Source: an optimization exercise on an open RTL-to-GDS flow (aim: small area). Production flows keep margins and buffers that such runs may drop.
Only simulation tests tie the RTL to the original design; equivalence was not proved.
Power is estimated from default activity; no workload was simulated.

## run 1
// Countdown
module Countdown(
 clock,
 reset,
 beep,
 bs0,
 bs1,
 clock_5,
 clock_10,
 clock_f,
 TimeH,
 TimeL
);
For scale: ~150 cells after synthesis, roughly 19 flip-flops, about 28 I/O pins, about 1100 um2 of cells after synthesis.
clock: 12.0 ns
lec_check: 0
abc_area: 1
cap_margin: 20
core_area: 5 5 85 85
cts_buf_list: sky130_fd_sc_hd__clkbuf_4
die_area: 0 0 90 90
slew_margin: 20
standard.sh (not shown) runs the stock make flow with config.mk's settings and CLKGATE_MAP_FILE= SYNTH_SCRIPT=/design/flow/synth_recipe.tcl, a recipe that flattens the netlist after the stock synthesis.
==> flow/flow/run.sh <==
#!/bin/bash
# The standard layout (standard.sh), with the smallest buffer cell
# (buf_1) used for the buffer that ORFS puts on every input and output port.
export BUFFER_PORTS_ARGS="-buffer_cell sky130_fd_sc_hd__buf_1"
bash standard.sh > standard.log 2>&1
Input changes introduced in run 2 (baseline for comparison: run 1):
- an added CTS_CLUSTER_DIAMETER of 200
- an added CTS_CLUSTER_SIZE of 30
==> flow/flow/run.sh <==
#!/bin/bash
# The standard layout (standard.sh) with two changes:
#  - the buffer that ORFS puts on every input and output port is buf_1;
#  - after the floorplan, OpenROAD's restructure re-maps the combinational
#    logic between the registers for area (registers are left as they are).
# Each tool's output goes to a log file of its own in this folder.
set -e
export BUFFER_PORTS_ARGS="-buffer_cell sky130_fd_sc_hd__buf_1"
bash standard.sh floorplan > standard_floorplan.log 2>&1
openroad -no_init -exit flow/restructure.tcl > restructure.log 2>&1
bash standard.sh > standard_finish.log 2>&1
==> flow/flow/restructure.tcl (new file) <==
# Re-map the combinational logic of the floorplanned design for area.
set base orfs/results/sky130hd/Countdown/base
set plat $::env(FLOW_HOME)/platforms/sky130hd
set lib $plat/lib/sky130_fd_sc_hd__tt_025C_1v80.lib
read_lef $plat/lef/sky130_fd_sc_hd.tlef
read_lef $plat/lef/sky130_fd_sc_hd_merged.lef
read_liberty $lib
read_db $base/2_floorplan.odb
read_sdc $base/2_floorplan.sdc
source $plat/setRC.tcl
set_dont_use [list sky130_fd_sc_hd__probe_p_8 sky130_fd_sc_hd__probec_p_8 sky130_fd_sc_hd__lpflow_*]
report_design_area
file mkdir restructure_work
restructure -liberty_file $lib -target area \
  -tiehi_port {sky130_fd_sc_hd__conb_1 HI} -tielo_port {sky130_fd_sc_hd__conb_1 LO} \
  -work_dir restructure_work
report_design_area
write_db $base/2_floorplan.odb
Results
- Run 2 finished all stages; the layout is clean.
- Run 1 has lower routed via count divided by cell count than run 2.
- [compare] base=run 1 new=run 2: number of logic stages on the critical path including buffering saw a decrease, sequential power comparable.
- Largest contributor to cell area by class = flip-flops and latches: run 2; largest contributor to cell area by class = multi-input gates: run 1
- Wire length on met2, run 2 vs run 1: down by more than 10%
- Run 2 vs run 1 — average wire per cell in the routed design climbed by a little under 10%
- Run 2: final non-filler cell total is about 15% lower than what run 1 reported.
- Changes observed in run 2 relative to run 1: global-route usage shrank by 0.63 points, routed wire length shrank by 8.0%, met1 track demand over resource in global routing shrank by 0.17 points.
What run 3 does differently from run 2 at the input level:
- a change of CTS_BUF_LIST from sky130_fd_sc_hd__clkbuf_4 to sky130_fd_sc_hd__clkbuf_8
### Flow results
- Any difference in aggregate routed wire length between run 3 and run 2 is small enough to ignore.
- Run 3 vs run 2 — final standard cell area without fillers climbed slightly
- Area added between synthesis and finish, run 3 and run 2: lower on run 2
- Run 3 against run 2; maximum frequency is up slightly.
- Looking only at final critical delay including setup and external delays, and setting everything else aside, the lower value of run 3 and run 2 goes to run 3.
- Diff run 2 -> run 3: number of global-route vias before repair fell 0.41%, part of the power in the clock network rose 5.2 points.

========
Setup of old:
The RTL this note starts from:
==> flow/design.v <==
module Countdown(
 clock,
 reset,
 beep,
 bs0,
 bs1,
 clock_5,
 clock_10,
 clock_f,
 TimeH,
 TimeL
);
 input clock;
 input reset;
 output [6:0] bs0;
 output [6:0] bs1;
 output beep;
 output clock_5;
 output clock_10;
 output clock_f;
 output [3:0] TimeL;
 output [3:0] TimeH;
 reg [4:0] a;
 reg [4:0] b;
 reg [3:0] c;
 wire [1:0] h;
 wire ca = (~a[0] & ~a[4]);
 wire bw = (~b[0] & ~b[1] & b[2] & b[4]);
 wire cb = ca & bw;
 assign h[0] = (b[3] & ~b[4]) | (b[1] & b[2] & ~b[4]) | (a[0] & ~a[3] & b[0] & b[2] & ~b[4]);
 assign h[1] = (~a[0] & ~a[4] & ~b[0] & ~b[1] & b[4]);
 wire [4:0] na;
 assign na[0] = (~a[4]);
 assign na[1] = (a[0]);
 assign na[2] = (a[1]);
 assign na[3] = (a[2]);
 assign na[4] = (a[3]);
 wire [4:0] nb;
 assign nb[0] = (b[0] & ~ca) | (~b[0] & ca);
 assign nb[1] = (b[1] & ~ca) | (~b[0] & ~b[1] & ca) | (b[0] & b[1]);
 assign nb[2] = (b[2] & ~ca) | (~b[0] & ~b[1] & ~b[2] & ca) | (b[0] & b[2]) | (b[1] & b[2]) | (b[4] & ca);
 assign nb[3] = (b[3] & ~ca) | (~b[0] & ~b[1] & ~b[2] & ~b[3] & ca) | (b[0] & b[3]) | (b[1] & b[3]) | (b[2] & b[3]) | (b[4]);
 assign nb[4] = (~b[0] & ~b[1] & ~b[2] & ~b[3] & ca) | (b[4] & ~ca) | (b[0] & b[4]) | (b[1] & b[4]);
 wire [3:0] nc;
 assign nc[0] = (c[0] & ~cb) | (~c[0] & cb);
 assign nc[1] = (c[1] & ~cb) | (~c[0] & ~c[1] & cb) | (c[0] & c[1]) | (c[1] & c[3]);
 assign nc[2] = (c[2] & ~cb) | (~c[0] & ~c[1] & ~c[2] & cb) | (c[0] & c[2]) | (c[1] & c[2]);
 assign nc[3] = (~c[0] & ~c[1] & ~c[2] & cb) | (c[3] & ~cb) | (c[0] & c[3]);
 always @(posedge clock or negedge reset)
  if (!reset) begin
   a <= 5'd3; b <= 5'd24; c <= 4'd12;
  end else begin
   a <= na; b <= nb; c <= nc;
  end
 assign clock_5 = (~a[1] & ~a[2]);
 assign clock_10 = (~b[2] & ~b[3]) | (~b[0] & ~b[1] & ~b[3]) | (a[3] & b[2] & b[4]) | (~a[0] & ~b[1] & ~b[3]) | (b[0] & b[4]) | (a[2] & ~b[1] & ~b[3]) | (b[1] & b[4]) | (a[0] & b[2] & b[4]);
 assign clock_f = (c[2] & ~c[3] & h[0]) | (~c[0] & c[1] & c[2]) | (c[0] & c[2] & h[1]) | (c[0] & c[2] & ~c[3]);
 wire tick = (c[0] & c[3] & h[1]);
 reg [4:0] e;
 always @(posedge clock or negedge reset)
  if (!reset) e <= 5'd15;
  else e <= {((e[4]) | (~e[0] & ~e[1] & ~e[2] & tick)), ((e[1]) | (e[2]) | (e[3] & ~tick) | (e[0] & e[3]) | (~e[0] & e[4] & tick)), ((e[2] & ~tick) | (e[1] & e[2]) | (e[0] & e[2]) | (~e[0] & ~e[3] & tick)), ((e[0] & e[1]) | (e[1] & ~tick) | (~e[0] & ~e[1] & e[2] & tick) | (~e[0] & ~e[3] & tick)), ((e[0] & ~tick) | (~e[0] & ~e[4] & tick) | (~e[0] & ~e[3] & tick) | (~e[0] & e[1] & tick) | (~e[0] & e[2] & tick))};
 assign TimeH = {3'b000, (e[1] & ~e[4]) | (e[2] & ~e[4])};
 assign TimeL = {((~e[1] & ~e[2] & ~e[4])), ((~e[3]) | (e[1] & e[2])), ((~e[3]) | (~e[1] & e[2])), ((e[0] & ~e[4]) | (e[0] & ~e[3]) | (e[0] & e[1]) | (e[0] & e[2]))};
 assign beep = (~e[1] & ~e[2] & e[3] & e[4]) | (~e[0] & ~e[2] & e[3] & e[4]);
 wire d1 = (~e[4]);
 assign bs1 = {1'b1, d1, d1, d1, 2'b00, d1};
 assign bs0 = {((~e[1] & ~e[2] & e[3]) | (e[0] & e[1] & e[2] & e[4])), ((e[1] & ~e[2]) | (e[0] & ~e[2] & e[3]) | (e[0] & e[1] & e[4])), ((e[0]) | (e[2] & ~e[4]) | (~e[1] & e[2])), ((~e[0] & ~e[1] & e[2]) | (e[0] & ~e[1] & ~e[2] & e[3]) | (e[0] & e[1] & e[2] & e[4])), ((~e[0] & e[1] & ~e[2])), ((e[0] & ~e[1] & e[2]) | (~e[0] & e[1] & e[2]) | (e[0] & e[2] & ~e[4])), ((~e[0] & ~e[1] & e[2]) | (e[0] & ~e[1] & ~e[2] & e[3]))};
endmodule
==> flow/config.mk <==
export PLATFORM = sky130hd
export DESIGN_NAME = Countdown
export DESIGN_NICKNAME = Countdown
export VERILOG_FILES = /design/flow/design.v
export SDC_FILE = /design/flow/constraint.sdc
export NUM_CORES = 4
export LEC_CHECK = 0
export ABC_AREA = 1
export CAP_MARGIN = 20
export CORE_AREA = 5 5 85 85
export CTS_BUF_LIST = sky130_fd_sc_hd__clkbuf_4
export DIE_AREA = 0 0 90 90
export SLEW_MARGIN = 20
==> flow/constraint.sdc <==
create_clock -name core_clock -period 12.0 [get_ports {clock}]
set_input_delay 2.4000 -clock core_clock [delete_from_list [all_inputs] [get_ports {clock}]]
set_output_delay 2.4000 -clock core_clock [all_outputs]
set_load 0.01 [all_outputs]
==> flow/flow/run.sh <==
#!/bin/bash
# The standard layout (standard.sh) with these changes:
#  - the buffer that ORFS puts on every input and output port is buf_1;
#  - after the floorplan, OpenROAD's restructure re-maps the combinational
#    logic between the registers for area (registers are left as they are);
#  - after placement, the constant outputs share one tie cell;
#  - clock tree synthesis inserts no dummy load buffers.
# Each tool's output goes to a log file of its own in this folder.
set -e
export BUFFER_PORTS_ARGS="-buffer_cell sky130_fd_sc_hd__buf_1"
export CTS_ARGS="-sink_clustering_enable -repair_clock_nets -buf_list sky130_fd_sc_hd__clkbuf_4 -dont_use_dummy_load"
bash standard.sh floorplan > standard_floorplan.log 2>&1
openroad -no_init -exit flow/restructure.tcl > restructure.log 2>&1
bash standard.sh place > standard_place.log 2>&1
openroad -no_init -exit flow/merge_ties.tcl > merge_ties.log 2>&1
bash standard.sh > standard_finish.log 2>&1
Other scripts of this flow, unchanged in this note and not shown: flow/flow/merge_ties.tcl, flow/flow/restructure.tcl
[inputs] new vs old
- DIE_AREA now 0 0 80 80, was 0 0 90 90
- CORE_AREA now 5 5 75 75, was 5 5 85 85
- PLACE_DENSITY now 0.85, previously not set
- Comparing number of tap instances for old and new, the bigger number came from old.
- new against old: total power of the final layout saw a decrease, part of the total power dissipated in the clock network fell 0.9 points, clock power shows a reduction of about 4%.
- Post-placement setup slack came out higher on new than on old.
- From new to old, setup-violating endpoint count in the final report did not move at all.
- Compared new vs old, and met3 usage is down in new.
- Wire length of the first global-routing pass: new < old
- new vs old on final period demand of the worst path: new is the lower one.
- Compared with old, new improves upper clock frequency limit.

-- separate check: timing with driven ports --
Ports are ideal in the flow. The routed layouts listed here were re-timed in OpenROAD. Step 1 assumes that a clkbuf_16 drives the clock port and a buf_2 every other input. Step 2 times the ports against the registers' clock, not the clock port: input delays grow and output delays shrink by t, the midpoint of the rising clock arrivals with the driver on. Slacks: no drivers / after step 1 / after step 2; pairs: no drivers / after step 1.
run | shift t [ns] | slack for setup (ns) | worst data-port slew with drivers (ns) | cell pins on the clock port's net
run 1 | 0.314 | 7.995 / 7.974 / 8.287 | 0.03 | 1
run 2 | 0.309 | 7.762 / 7.740 / 8.050 | 0.03 | 1
run 3 | 0.273 | 7.820 / 7.795 / 8.068 | 0.03 | 1
old | 0.304 | 7.618 / 7.596 / 7.900 | 0.03 | 1
new | 0.298 | 7.634 / 7.616 / 7.914 | 0.03 | 1
After both steps setup and hold are still met in every run listed.
